Background: an optimization exercise with open tools, aiming at small area. Do not read the settings as production practice. In this exercise RTL edits were held to simulation tests only and were not proved equivalent to the original. No activity file was given, so power comes from the tool's default toggle rates.

[design.v]
module clock_divider_1s #(parameter integer CLK_HZ = 50000000)(
    input wire clk, 
    input wire rst_n,
    output reg clk_1s 
);
reg [25:0] cnt;   
always @(posedge clk or negedge rst_n) begin
    if(!rst_n) begin
        cnt <= 26'd0;
        clk_1s <= 1'b0;
    end
    else begin
        clk_1s <= 1'b0;          
        if(cnt != CLK_HZ - 1)   
            cnt <= cnt + 1'b1;
        else begin
            cnt <= 26'd0;
            clk_1s <= 1'b1;   
        end
    end
end
endmodule
module btn_onepulse #(
    parameter integer CLK_HZ = 50_000_000,
    parameter integer DEBOUNCE_MS = 20
)(
    input  wire clk,
    input  wire rst_n,
    input  wire btn_n,   
    output reg  pulse    
);
    localparam integer N = (CLK_HZ/1000)*DEBOUNCE_MS;
    reg [1:0] sync;
    always @(posedge clk or negedge rst_n) begin
        if (!rst_n) begin
            sync <= 2'b00;
        end else begin
            sync <= {sync[0], ~btn_n};
        end
    end
    reg [31:0] cnt;
    reg db, db_d;
    always @(posedge clk or negedge rst_n) begin
        if (!rst_n) begin
            cnt   <= 32'd0;
            db    <= 1'b0;
            db_d  <= 1'b0;
            pulse <= 1'b0;
        end else begin
            if (sync[1] == db) begin
                cnt <= 32'd0;
            end else begin
                if (cnt >= N[31:0]) begin
                    db  <= sync[1];
                    cnt <= 32'd0;
                end else begin
                    cnt <= cnt + 32'd1;
                end
            end
            db_d <= db;
            if (db == 1'b1) begin
                if (db_d == 1'b0) pulse <= 1'b1;
                else              pulse <= 1'b0;
            end else begin
                pulse <= 1'b0;
            end
        end
    end
endmodule
module adjust_select(
    input  wire clk,
    input  wire rst_n,
    input  wire sw_mode,      
    input  wire sel_pulse,    
    input  wire up_pulse,     
    input  wire down_pulse,   
    output reg [1:0] idx,      
    output reg en_sec,  
    output reg en_min,
    output reg en_hour,
    output reg en_day,
    output reg en_mon,
    output reg en_year,
    output reg adj_sec_up,  output reg adj_sec_down,
    output reg adj_min_up,  output reg adj_min_down,
    output reg adj_hour_up, output reg adj_hour_down,
    output reg adj_day_up,  output reg adj_day_down,
    output reg adj_mon_up,  output reg adj_mon_down,
    output reg adj_year_up, output reg adj_year_down
);
    reg sw_mode_d;
    always @(posedge clk or negedge rst_n) begin
        if (!rst_n) begin
            sw_mode_d <= 1'b0;
            idx       <= 2'd0;     
        end else begin
            if (sw_mode != sw_mode_d) begin
                sw_mode_d <= sw_mode;
                idx       <= 2'd0;   
            end else begin
                sw_mode_d <= sw_mode_d;
                if (sel_pulse == 1'b1) begin
                    if (idx == 2'd2) begin
                        idx <= 2'd0;
                    end else begin
                        idx <= idx + 2'd1;
                    end
                end else begin
                    idx <= idx;  
                end
            end
        end
    end
    always @(posedge clk or negedge rst_n) begin
        if (!rst_n) begin
            en_sec  <= 1'b0; en_min  <= 1'b0; en_hour <= 1'b0;
            en_day  <= 1'b0; en_mon  <= 1'b0; en_year <= 1'b0;
        end else begin
            en_sec  <= 1'b0; en_min  <= 1'b0; en_hour <= 1'b0;
            en_day  <= 1'b0; en_mon  <= 1'b0; en_year <= 1'b0;
            if (!(up_pulse || down_pulse)) begin
            end else if (sw_mode == 1'b0) begin
                if (idx == 2'd0) begin
                    en_hour <= 1'b1;
                end else if (idx == 2'd1) begin
                    en_min  <= 1'b1;
                end else begin
                    en_sec  <= 1'b1;
                end
            end else begin
                if (idx == 2'd0) begin
                    en_day  <= 1'b1;
                end else if (idx == 2'd1) begin
                    en_mon  <= 1'b1;
                end else begin
                    en_year <= 1'b1;
                end
            end
        end
    end
    always @(posedge clk or negedge rst_n) begin
        if (!rst_n) begin
            adj_sec_up  <= 1'b0; adj_sec_down  <= 1'b0;
            adj_min_up  <= 1'b0; adj_min_down  <= 1'b0;
            adj_hour_up <= 1'b0; adj_hour_down <= 1'b0;
            adj_day_up  <= 1'b0; adj_day_down  <= 1'b0;
            adj_mon_up  <= 1'b0; adj_mon_down  <= 1'b0;
            adj_year_up <= 1'b0; adj_year_down <= 1'b0;
        end else begin
            adj_sec_up  <= 1'b0; adj_sec_down  <= 1'b0;
            adj_min_up  <= 1'b0; adj_min_down  <= 1'b0;
            adj_hour_up <= 1'b0; adj_hour_down <= 1'b0;
            adj_day_up  <= 1'b0; adj_day_down  <= 1'b0;
            adj_mon_up  <= 1'b0; adj_mon_down  <= 1'b0;
            adj_year_up <= 1'b0; adj_year_down <= 1'b0;
            if (sw_mode == 1'b0) begin
                if (idx == 2'd0) begin
                    if (up_pulse == 1'b1) begin
                        adj_hour_up <= 1'b1;
                    end else begin
                        if (down_pulse == 1'b1) begin
                            adj_hour_down <= 1'b1;
                        end else begin
                            adj_hour_up   <= 1'b0;
                            adj_hour_down <= 1'b0;
                        end
                    end
                end else if (idx == 2'd1) begin
                    if (up_pulse == 1'b1) begin
                        adj_min_up <= 1'b1;
                    end else begin
                        if (down_pulse == 1'b1) begin
                            adj_min_down <= 1'b1;
                        end else begin
                            adj_min_up   <= 1'b0;
                            adj_min_down <= 1'b0;
                        end
                    end
                end else begin
                    if (up_pulse == 1'b1) begin
                        adj_sec_up <= 1'b1;
                    end else begin
                        if (down_pulse == 1'b1) begin
                            adj_sec_down <= 1'b1;
                        end else begin
                            adj_sec_up   <= 1'b0;
                            adj_sec_down <= 1'b0;
                        end
                    end
                end
            end else begin
                if (idx == 2'd0) begin
                    if (up_pulse == 1'b1) begin
                        adj_day_up <= 1'b1;
                    end else begin
                        if (down_pulse == 1'b1) begin
                            adj_day_down <= 1'b1;
                        end else begin
                            adj_day_up   <= 1'b0;
                            adj_day_down <= 1'b0;
                        end
                    end
                end else if (idx == 2'd1) begin
                    if (up_pulse == 1'b1) begin
                        adj_mon_up <= 1'b1;
                    end else begin
                        if (down_pulse == 1'b1) begin
                            adj_mon_down <= 1'b1;
                        end else begin
                            adj_mon_up   <= 1'b0;
                            adj_mon_down <= 1'b0;
                        end
                    end
                end else begin
                    if (up_pulse == 1'b1) begin
                        adj_year_up <= 1'b1;
                    end else begin
                        if (down_pulse == 1'b1) begin
                            adj_year_down <= 1'b1;
                        end else begin
                            adj_year_up   <= 1'b0;
                            adj_year_down <= 1'b0;
                        end
                    end
                end
            end
        end
    end
endmodule
module count_adjust_sec(
    input wire clk, 
    input wire rst_n,
    input wire t_1s,  
    input wire adj_en,
    input wire adj_up,
    input wire adj_down,
    output reg [5:0] sec,  
    output reg carry_sec  
);
always @(posedge clk or negedge rst_n) begin
    if(!rst_n) begin
        sec <= 6'd0;
        carry_sec <= 1'b0;
    end else begin
        carry_sec <= 1'b0;
        if(adj_en) begin
            if(adj_up && !adj_down) begin
                if(sec == 6'd59)
                    sec <= 6'd0;
                else 
                    sec <= sec + 6'd1;
            end else if(adj_down && !adj_up) begin
                if(sec == 6'd0)
                    sec <= 6'd59;
                else
                    sec <= sec - 6'd1;
            end else 
                sec <= sec;
        end else begin
            if(t_1s) begin
                if(sec == 6'd59) begin
                    sec <= 6'd0;  
                    carry_sec <= 1'b1;
                end else 
                    sec <= sec + 6'd1;
            end else
                sec <= sec;
        end
    end
end
endmodule 
module count_adjust_min(
    input wire clk, 
    input wire rst_n,
    input wire carry_sec,
    input wire adj_en,
    input wire adj_up,
    input wire adj_down,
    output reg [5:0] min,  
    output reg carry_min  
);
always @(posedge clk or negedge rst_n) begin
    if(!rst_n) begin
        carry_min <= 1'b0;
        min <= 6'd0;
    end else begin
        carry_min <= 1'b0;
        if(adj_en) begin
            if(adj_up && !adj_down) begin
                if(min == 6'd59)
                    min <= 6'd0;
                else 
                    min <= min + 6'd1;
            end else if(adj_down && !adj_up) begin
                if(min == 6'd0)
                    min <= 6'd59;
                else 
                    min <= min - 6'd1;
            end else
                min <= min;
        end else begin
            if(carry_sec) begin
                if(min == 6'd59) begin
                    min <= 6'd0;  
                    carry_min <= 1'b1;
                end else
                    min <= min + 6'd1;
            end else
                min <= min;
        end
    end
end
endmodule
module count_adjust_hour(
    input wire clk, 
    input wire rst_n,
    input wire carry_min,
    input wire adj_en,
    input wire adj_up,
    input wire adj_down,
    output reg [4:0] hour,  
    output reg carry_hour  
);
always @(posedge clk or negedge rst_n) begin
    if(!rst_n) begin
        carry_hour <= 1'b0;
        hour <= 5'd0;
    end else begin
        carry_hour <= 1'b0;
        if(adj_en) begin
            if(adj_up && !adj_down) begin
                if(hour == 5'd23)
                    hour <= 5'd0;
                else 
                    hour <= hour + 5'd1;
            end else if(adj_down && !adj_up) begin
                if(hour == 5'd0)
                    hour <= 5'd23;
                else
                    hour <= hour - 5'd1;
            end else
                hour <= hour;
        end else begin
            if(carry_min) begin
                if(hour == 5'd23) begin
                    hour <= 5'd0;  
                    carry_hour <= 1'b1;
                end else
                    hour <= hour + 5'd1;
            end else
                hour <= hour;
        end
    end
end
endmodule
module count_adjust_day(
    input wire clk,
    input wire rst_n,
    input wire carry_hour,
    input wire adj_en,
    input wire adj_up,
    input wire adj_down,
    input wire [3:0] mon,  
    input wire [13:0] year, 
    output reg [4:0] day,  
    output reg carry_day  
);
reg [4:0] max_day;
reg is_leap_year; 
always @(year) begin 
    if((year % 14'd400) == 14'd0) is_leap_year = 1'b1;
    else if ((year % 14'd100) == 14'd0) is_leap_year = 1'b0;
    else if ((year % 14'd4) == 14'd0) is_leap_year = 1'b1;
    else is_leap_year = 1'b0;
end
always @(mon or is_leap_year) begin
    case(mon)
        4'd1, 4'd3, 4'd5, 4'd7, 4'd8, 4'd10, 4'd12: max_day = 5'd31;
        4'd4, 4'd6, 4'd9, 4'd11                   : max_day = 5'd30;
        4'd2                                      : max_day = (is_leap_year ? 5'd29 : 5'd28);
        default                                   : max_day = 5'd31;
    endcase
end
always @(posedge clk or negedge rst_n) begin
    if(!rst_n) begin
        carry_day <= 1'b0;
        day <= 5'd1;
    end else begin
        carry_day <= 1'b0;
        if (day < 5'd1 || day > max_day) begin
            day <= 5'd1;
        end else begin
            if(adj_en) begin
                if(adj_up && !adj_down) begin
                    if(day == max_day) 
                        day <= 5'd1;
                    else 
                        day <= day + 5'd1;
                end else if(adj_down && !adj_up) begin
                    if(day == 5'd1)
                        day <= max_day;
                    else
                        day <= day - 5'd1;
                end else 
                    day <= day;
            end else begin
                if(carry_hour) begin
                    if(day == max_day) begin
                        day <= 5'd1;
                        carry_day <= 1'b1;
                    end else
                        day <= day + 5'd1;
                end else 
                    day <= day;
            end
        end
    end
end
endmodule
module count_adjust_month(
    input  wire clk,
    input  wire rst_n,
    input  wire carry_day,
    input  wire adj_en,    
    input  wire adj_up,    
    input  wire adj_down,    
    output reg        carry_mon,
    output reg [3:0]  mon
);
always @(posedge clk or negedge rst_n) begin
    if (!rst_n) begin
        carry_mon <= 1'b0;
        mon       <= 4'd1;
    end else begin
        carry_mon <= 1'b0;
        if (mon < 4'd1 || mon > 4'd12) begin
            mon <= 4'd1;
        end else begin
            if (adj_en) begin
                if (adj_up && !adj_down) begin
                    if (mon == 4'd12) begin
                        mon <= 4'd1;
                    end else begin
                        mon <= mon + 4'd1;
                    end
                end else begin
                    if (adj_down && !adj_up) begin
                        if (mon == 4'd1) begin
                            mon <= 4'd12;
                        end else begin
                            mon <= mon - 4'd1;
                        end
                    end else begin
                        mon <= mon;
                    end
                end
            end else begin
                if (carry_day) begin
                    if (mon == 4'd12) begin
                        mon <= 4'd1;
                        carry_mon <= 1'b1;
                    end else begin
                        mon <= mon + 4'd1;
                    end
                end else begin
                    mon <= mon;
                end
            end
        end
    end
end
endmodule
module count_adjust_year(
    input wire clk,
    input wire rst_n,
    input wire carry_mon,
    input wire adj_en,    
    input wire adj_up,   
    input wire adj_down,
    output reg [13:0] year
);
always @(posedge clk or negedge rst_n) begin
    if(!rst_n)
        year <= 14'd2000;
    else begin
        if(adj_en) begin
            if(adj_up && !adj_down)
                year <= year + 14'd1;
            else if(adj_down && !adj_up)
                year <= year - 14'd1;
            else
                year <= year;
        end else begin
            if(carry_mon)
                year <= year + 14'd1;
            else
                year <= year;
        end
    end
end
endmodule
module clock_blink #(parameter integer CLK_HZ = 50000000)(
    input wire clk, rst_n,
    input wire en,
    input wire event_clk1s,  
    output reg blink 
);
always @(posedge clk or negedge rst_n) begin
    if(!rst_n) 
        blink <= 1'b0;
    else if(en && event_clk1s) 
        blink <= ~blink;  
    else 
        blink <= blink;
end
endmodule
module bcd_0_99(
    input wire [6:0] digit,
    output reg [3:0] digit0,  
    output reg [3:0] digit1  
);
    always @(digit) begin
        if (digit > 7'd99) begin       
           digit1 = 4'd9; 
           digit0 = 4'd9;
        end
        else if(digit >= 7'd90) begin
            digit1 = 4'd9;
            digit0 = digit - 7'd90;
        end
        else if(digit >= 7'd80) begin
            digit1 = 4'd8;
            digit0 = digit - 7'd80;
        end
        else if(digit >= 7'd70) begin
            digit1 = 4'd7;
            digit0 = digit - 7'd70;
        end
        else if(digit >= 7'd60) begin
            digit1 = 4'd6;
            digit0 = digit - 7'd60;
        end
        else if(digit >= 7'd50) begin
            digit1 = 4'd5;
            digit0 = digit - 7'd50;
        end
        else if(digit >= 7'd40) begin
            digit1 = 4'd4;
            digit0 = digit - 7'd40;
        end
        else if(digit >= 7'd30) begin
            digit1 = 4'd3;
            digit0 = digit - 7'd30;
        end
        else if(digit >= 7'd20) begin
            digit1 = 4'd2;
            digit0 = digit - 7'd20;
        end
        else if(digit >= 7'd10) begin
            digit1 = 4'd1;
            digit0 = digit - 7'd10;
        end
        else begin
            digit1 = 4'd0;
            digit0 = digit;
        end
    end
endmodule
module bcd_to_7seg(
    input wire [3:0] hex_digit,
    output reg [6:0] seg_data
);
    always @(hex_digit) begin
        case (hex_digit)
            4'b0000: seg_data = 7'b1000000;  
            4'b0001: seg_data = 7'b1111001;  
            4'b0010: seg_data = 7'b0100100;  
            4'b0011: seg_data = 7'b0110000;  
            4'b0100: seg_data = 7'b0011001;  
            4'b0101: seg_data = 7'b0010010;  
            4'b0110: seg_data = 7'b0000010;  
            4'b0111: seg_data = 7'b1111000;  
            4'b1000: seg_data = 7'b0000000;  
            4'b1001: seg_data = 7'b0010000;  
            default: seg_data = 7'b1111111;  
        endcase
    end
endmodule
module top_level(
    input  wire clk,
    input  wire [3:0]  button,       
    input  wire [17:0] SW,        
    output wire [6:0]  HEX0, HEX1, HEX2, HEX3, HEX4, HEX5, HEX6, HEX7
);
    wire rst_n = button[3];           
    wire clk_1s;
    clock_divider_1s #(.CLK_HZ(32768)) u_div (
        .clk(clk), .rst_n(rst_n), .clk_1s(clk_1s)
    );
    wire sel_pulse, up_pulse, down_pulse;
    btn_onepulse #(.CLK_HZ(32768)) u_sel  (.clk(clk), .rst_n(rst_n), .btn_n(button[2]), .pulse(sel_pulse));
    btn_onepulse #(.CLK_HZ(32768)) u_up   (.clk(clk), .rst_n(rst_n), .btn_n(button[1]), .pulse(up_pulse));
    btn_onepulse #(.CLK_HZ(32768)) u_down (.clk(clk), .rst_n(rst_n), .btn_n(button[0]), .pulse(down_pulse));
    wire sw_mode = SW[0];   
    wire [1:0] idx;
    wire adjust_active;
    wire en_sec,en_min,en_hour,en_day,en_mon,en_year;
    wire adj_sec_up,adj_sec_down,adj_min_up,adj_min_down,adj_hour_up,adj_hour_down;
    wire adj_day_up,adj_day_down,adj_mon_up,adj_mon_down,adj_year_up,adj_year_down;
    adjust_select u_adj (
        .clk(clk), .rst_n(rst_n),
        .sw_mode(sw_mode),
        .sel_pulse(sel_pulse), .up_pulse(up_pulse), .down_pulse(down_pulse),
        .idx(idx),
        .en_sec(en_sec), .en_min(en_min), .en_hour(en_hour),
        .en_day(en_day), .en_mon(en_mon), .en_year(en_year),
        .adj_sec_up(adj_sec_up),   .adj_sec_down(adj_sec_down),
        .adj_min_up(adj_min_up),   .adj_min_down(adj_min_down),
        .adj_hour_up(adj_hour_up), .adj_hour_down(adj_hour_down),
        .adj_day_up(adj_day_up),   .adj_day_down(adj_day_down),
        .adj_mon_up(adj_mon_up),   .adj_mon_down(adj_mon_down),
        .adj_year_up(adj_year_up), .adj_year_down(adj_year_down)
    );
    wire [5:0] sec, min;
    wire [4:0] hour, day;
    wire [3:0] mon;
    wire [13:0] year;
    wire carry_sec, carry_min, carry_hour, carry_day, carry_mon;
    count_adjust_sec u_sec (
        .clk(clk), .rst_n(rst_n),
        .t_1s(clk_1s),
        .adj_en(en_sec), .adj_up(adj_sec_up), .adj_down(adj_sec_down),
        .sec(sec), .carry_sec(carry_sec)
    );
    count_adjust_min u_min (
        .clk(clk), .rst_n(rst_n),
        .carry_sec(carry_sec),
        .adj_en(en_min), .adj_up(adj_min_up), .adj_down(adj_min_down),
        .min(min), .carry_min(carry_min)
    );
    count_adjust_hour u_hour (
        .clk(clk), .rst_n(rst_n),
        .carry_min(carry_min),
        .adj_en(en_hour), .adj_up(adj_hour_up), .adj_down(adj_hour_down),
        .hour(hour), .carry_hour(carry_hour)
    );
    count_adjust_day u_day (
        .clk(clk), .rst_n(rst_n),
        .carry_hour(carry_hour),
        .adj_en(en_day), .adj_up(adj_day_up), .adj_down(adj_day_down),
        .mon(mon), .year(year),
        .day(day), .carry_day(carry_day)
    );
    count_adjust_month u_mon (
        .clk(clk), .rst_n(rst_n),
        .carry_day(carry_day),
        .adj_en(en_mon), .adj_up(adj_mon_up), .adj_down(adj_mon_down),
        .carry_mon(carry_mon), .mon(mon)
    );
    count_adjust_year u_year (
        .clk(clk), .rst_n(rst_n),
        .carry_mon(carry_mon),
        .adj_en(en_year), .adj_up(adj_year_up), .adj_down(adj_year_down),
        .year(year)
    );
    wire blink;
    clock_blink u_blink (.clk(clk), .rst_n(rst_n), .en(1'b1), .event_clk1s(clk_1s), .blink(blink));
    wire [3:0] s0,s1,m0,m1,h0,h1;
    wire [3:0] d0,d1,mo0,mo1;
    bcd_0_99 u_bcd_sec  (.digit(sec),              .digit0(s0),  .digit1(s1));         
    bcd_0_99 u_bcd_min  (.digit(min),              .digit0(m0),  .digit1(m1));         
    bcd_0_99 u_bcd_hour (.digit({2'b00,hour}),     .digit0(h0),  .digit1(h1));         
    bcd_0_99 u_bcd_day  (.digit({2'b00,day}),      .digit0(d0),  .digit1(d1));         
    bcd_0_99 u_bcd_mon  (.digit({3'b000,mon}),     .digit0(mo0), .digit1(mo1));        
    reg [6:0] y_lo, y_hi;
    always @(year) begin
        y_lo = year % 14'd100;
        y_hi = year / 14'd100;
    end
    wire [3:0] y0,y1,y2,y3;
    bcd_0_99 u_bcd_ylo (.digit(y_lo), .digit0(y0), .digit1(y1));  
    bcd_0_99 u_bcd_yhi (.digit(y_hi), .digit0(y2), .digit1(y3));  
    wire [3:0] dHEX7 = (sw_mode) ? y3  : 4'd15;  
    wire [3:0] dHEX6 = (sw_mode) ? y2  : 4'd15;
    wire [3:0] dHEX5 = (sw_mode) ? y1  : h1;
    wire [3:0] dHEX4 = (sw_mode) ? y0  : h0;
    wire [3:0] dHEX3 = (sw_mode) ? mo1 : m1;
    wire [3:0] dHEX2 = (sw_mode) ? mo0 : m0;
    wire [3:0] dHEX1 = (sw_mode) ? d1  : s1;
    wire [3:0] dHEX0 = (sw_mode) ? d0  : s0;
    reg [7:0] en_mask;
    always @(posedge clk or negedge rst_n) begin
        if (!rst_n) begin
            en_mask <= 8'hFF;
        end else begin
            en_mask <= 8'hFF;
            if (blink == 1'b0) begin
                if (sw_mode == 1'b0) begin
                    if (idx == 2'd0)      en_mask[5:4] <= 2'b00;   
                    else if (idx == 2'd1) en_mask[3:2] <= 2'b00;   
                    else                  en_mask[1:0] <= 2'b00;   
                    en_mask[7:6] <= 2'b00;  
                end else begin
                    if (idx == 2'd0)      en_mask[1:0] <= 2'b00;    
                    else if (idx == 2'd1) en_mask[3:2] <= 2'b00;    
                    else                  en_mask[7:4] <= 4'b0000;  
                end
            end
        end
    end
    wire [6:0] seg7,seg6,seg5,seg4,seg3,seg2,seg1,seg0;
    wire [6:0] seg7r,seg6r,seg5r,seg4r,seg3r,seg2r,seg1r,seg0r;
    bcd_to_7seg u7 (.hex_digit(dHEX7), .seg_data(seg7r));
    bcd_to_7seg u6 (.hex_digit(dHEX6), .seg_data(seg6r));
    bcd_to_7seg u5 (.hex_digit(dHEX5), .seg_data(seg5r));
    bcd_to_7seg u4 (.hex_digit(dHEX4), .seg_data(seg4r));
    bcd_to_7seg u3 (.hex_digit(dHEX3), .seg_data(seg3r));
    bcd_to_7seg u2 (.hex_digit(dHEX2), .seg_data(seg2r));
    bcd_to_7seg u1 (.hex_digit(dHEX1), .seg_data(seg1r));
    bcd_to_7seg u0 (.hex_digit(dHEX0), .seg_data(seg0r));
    wire [6:0] blank = 7'b1111111;
    assign HEX7 = en_mask[7] ? seg7r : blank;
    assign HEX6 = en_mask[6] ? seg6r : blank;
    assign HEX5 = en_mask[5] ? seg5r : blank;
    assign HEX4 = en_mask[4] ? seg4r : blank;
    assign HEX3 = en_mask[3] ? seg3r : blank;
    assign HEX2 = en_mask[2] ? seg2r : blank;
    assign HEX1 = en_mask[1] ? seg1r : blank;
    assign HEX0 = en_mask[0] ? seg0r : blank;
endmodule
[run.sh]
#!/bin/bash
# synth_recipe.tcl (not shown) runs the flow's synth.tcl, then flattens the netlist and writes it again
# the make line also repeats each setting of config.mk as NAME=value (left out here)
make -C /OpenROAD-flow-scripts/flow DESIGN_CONFIG=/design/flow/config.mk WORK_HOME=/design/flow/orfs CLKGATE_MAP_FILE= SYNTH_SCRIPT=/design/flow/synth_recipe.tcl finish
[config.mk]
export PLATFORM = sky130hd
export DESIGN_NAME = top_level
export DESIGN_NICKNAME = top_level
export VERILOG_FILES = /design/flow/design.v
export SDC_FILE = /design/flow/constraint.sdc
export NUM_CORES = 8
export LEC_CHECK = 0
export CAP_MARGIN = 20
export CORE_MARGIN = 2
export CORE_UTILIZATION = 40
export SLEW_MARGIN = 20
[constraint.sdc]
create_clock -name core_clock -period 15.0 [get_ports {clk}]
set_input_delay 3.0000 -clock core_clock [delete_from_list [all_inputs] [get_ports {clk}]]
set_output_delay 3.0000 -clock core_clock [all_outputs]
set_load 0.01 [all_outputs]
==> impl_metrics.json <==
{
  "worstHoldStart": "u_up.sync[0]",
  "finalCriticalPeriod_ps": 13880,
  "fill_cells": 3637,
  "period_share_pct": 92.5,
  "cts_max_path_buffers": 3,
  "syn_area_mm2": 0.0152,
  "first_iter_violations": 951,
  "cts_tree": "yes",
  "die_w_um": 199,
  "place_congestion": 0.863,
  "yosysSeqAreaShare_pct": 34.5,
  "ys_async_sr_fraction_pct": 100,
  "fp.dieH_um": 199,
  "core_area_mm2": 0.0376,
  "antenna_left": 0,
  "synth-seq-cells": 209,
  "grtUsageTotal_pct": 18.2,
  "clk_latency_ps": 510,
  "min_to": "u_up.sync[1]",
  "required_ps": 12000,
  "cts_setup_buffers": 0,
  "cts-htree-levels": 1,
  "ioPinCount": 79,
  "syn_to_final_growth_pct": 12.8,
  "max_stage_delay_ps": 860,
  "grt_start_max_net_pins": 79,
  "synth_flop_cell": "dfrtp_1",
  "slew_headroom_pct": 35.8,
  "grt_first_pass_wirelength_um": 60600,
  "cts_buffers": 23,
  "timing.fmax_ghz": 0.0720,
  "wl_per_cell_um": 14.8,
  "drc": 0,
  "tightest_slew_ps": 954,
  "critPathMostFrequentCell": "a21oi_1",
  "status": "finished clean",
  "yosysWarnings": 15,
  "r2r_end": "u_day.day[0]",
  "slowest_stage": "dfrtp_1",
  "synth_cell_type_count": 113,
  "vias": 13100,
  "die_area_mm2": 0.0396,
  "ys_top_cells_by_count": "dfrtp_1, nand2_1, nor2_1",
  "slew_violations": 0,
  "rsz0062_at_grt": "no",
  "hold_class": "flip-flop to flip-flop",
  "synth_area_leaders": "dfrtp_1, ha_1, nand2_1",
  "synth.most_common_cell": "dfrtp_1",
  "drive_gt1_share_pct": 7.02,
  "min_path_cells": 0,
  "antenna_found_initial": 0,
  "initial_core_util_pct": 40.5,
  "antennaDiodeCount": 0,
  "netlist.top_cell.by_area": "dfrtp_1",
  "fp-row-count": 71,
  "path_clk_slew_ps": 60,
  "worstReg2RegStart": "u_year.year[13]",
  "netlist_instances": 1787,
  "final_cells": 2392,
  "avgViaCountPerCell": 5.46,
  "end_kind": "primary output",
  "synth_top_cell_area_share_pct": 32.4,
  "clkSinkCount": 209,
  "setup_tns_ps": 0,
  "detailedRoute.firstPassIterationCount": 6,
  "clockRootBuffer": "clkbuf_16",
  "synth-edff-count": 0,
  "wl_um": 35500,
  "ctsResizeCount": 0,
  "placedCellCount": 2350,
  "grt_overflow": 0,
  "syn_area_per_cell_um2": 8.51,
  "hpwl_um": 25600,
  "p_per_area_mw_per_mm2": 125,
  "postCtsHoldBufs": 0,
  "fin_worst_skew_ps": 15.2,
  "nNetsFinal": 1995,
  "critical_path_arrival_ps": 10880,
  "r2r_slack_ps": 5800,
  "power_leakage_nw": 7.42,
  "maxCapViolations": 0,
  "path_class": "flip-flop to primary output",
  "setup_viol": 0,
  "cp-start-kind": "flip-flop",
  "hold_violations": 0,
  "io_buffer_count": 61,
  "grt_pass1_vias": 12400,
  "crit_fanout": 27,
  "vdd_drop_max_mv": 0.0956,
  "rr_worst_depth": 27
}
registers in the layout, indices dropped and copies added (netlist names), 2 cells and up:
register and cells:
u_down.cnt 32, u_sel.cnt 32, u_up.cnt 32, u_div.cnt 26
u_year.year 14, u_min.min 6, u_sec.sec 6, u_day.day 5
u_hour.hour 5, en_mask 4, u_mon.mon 4, u_adj.idx 2
u_down.sync 2, u_sel.sync 2, u_up.sync 2
routing by layer:
layer / part of all wire (%) / wire length, µm / up-vias / global-route usage, %
li1: - / - / 6527 / -
met1: 48 / 16900 / 6189 / 25.6
met2: 46 / 16400 / 309 / 29.4
met3: 4.3 / 1510 / 42 / 2.49
met4: 1.9 / 671 / 0 / 4.42
met5: 0 / 0 / - / 0
worst max-delay path by stage:
stage                     from       to  slack (ps)  depth (start not counted)
2_1_floorplan   u_year.year[8]  HEX5[3]        5070                         32
3_3_place_gp   u_year.year[13]  HEX5[3]        2090                         31
3_5_place_dp   u_year.year[13]  HEX5[3]        1850                         31
4_1_cts        u_year.year[13]  HEX5[3]        1290                         31
5_1_grt        u_year.year[13]  HEX5[3]         410                         31
6_report       u_year.year[13]  HEX5[3]        1120                         31
through the flow:
stage / hold WS (ps) / total power [mW] / cell area (µm²) / setup WS (ps) / util (%)
4_1_cts: 349 / 2.15 / 17200 / 1290 / 45.7
3_3_place_gp: 334 / 1.56 / 16400 / 2090 / 43.6
6_report: 349 / 2.14 / 17200 / 1120 / 45.7
5_1_grt: 368 / 2.30 / 17200 / 406 / 45.7
3_5_place_dp: 336 / 1.57 / 16400 / 1850 / 43.6
2_1_floorplan: 331 / 1.28 / 15500 / 5070 / -
logic make-up (layout without fill, tap and decap cells):
family	Yosys count	in the layout	share of synthesized area, %
other	1	66	0.0246
AO/OA/AOI/OAI	487	487	22.5
AND/OR/NAND/NOR	690	690	21.9
multiplexers	31	31	2.15
buffers and inverters	167	196	4.59
flip-flops	209	209	34.5
XOR/XNOR	93	93	5.45
adder cells (fa/ha/maj)	109	109	8.95
area by class of cell:
type,instances,area (µm²),area share (%)
multi-input cells,1476,9520,55.5
flip-flops and latches,209,5250,30.6
clock buffers,34,677,3.94
well taps,511,639,3.73
repair buffers,64,632,3.68
inverters,90,338,1.97
clock inverters,8,114,0.663
cell usage in the layout (no fill, tap or decap), types with 11 or more instances in the layout:
master           netlist  layout
and2_1                21      21
nor2b_1               12      12
mux2i_1               20      20
nand2b_1              25      25
o21ai_0              112     111
o211ai_1              18      18
nor3_1                49      49
or3_1                 11      11
and3_1                26      26
inv_1                 83      83
a21oi_1               99      99
o21ai_1               15      16
dfstp_2               12      12
o22ai_1               11      11
nand3_1               84      84
dfrtp_1              197     197
ha_1                 108     108
nand2_1              187     187
clkbuf_16              0      23
xor2_1                26      26
nor2_1               177     177
a21o_1                20      20
xnor2_1               65      65
nor4_1                27      27
conb_1                 1      66
a31oi_1               34      34
o31ai_1               20      20
nand4_1               28      28
clkdlybuf4s50_1        0      59
worst max-delay path, delay by kind of cell (launching register included):
kind	cells	cell delay (ps)
AOI/OAI and AO/OA	18	6150
buffers and inverters	4	1260
and+or+nand+nor	5	1090
DFF	1	860
adders and majority gates	2	590
xor gates and xnor gates	2	400
where the power goes:
group / internal [mW] / switching [mW]
Combinational: 0.374 / 0.501
Sequential: 0.607 / 0.0843
Clock: 0.350 / 0.224
Total: 1.33 / 0.809

[afterwards: timing with drivers on the ports]
No port has a modelled driver above. Below, the same layout with a new extraction and two added sets of constraints. Step 1 sets driving cells, clkbuf_16 on the clock port and buf_2 on the other inputs (assumed; they add their load-dependent delay and slew). Step 2 adds t to the input delays and takes it off the output delays; t is the mean of the earliest and latest rising clock arrival at the registers after step 1. Input paths then give back, and output paths get back, about the clock's delay inside the block. Three values: ideal, step 1, step 2; two values: the first two.
t, ns: 0.552
setup WS [ns]: 1.118 / 1.073 / 1.625
worst register clock-pin slew, ns: 0.06 / 0.06
worst data-port slew with drivers (ns): 0.03
After both steps this run still meets setup and hold. For this run, drivers alone change the setup slack by -0.045 ns; drivers and shift together by +0.507 ns.
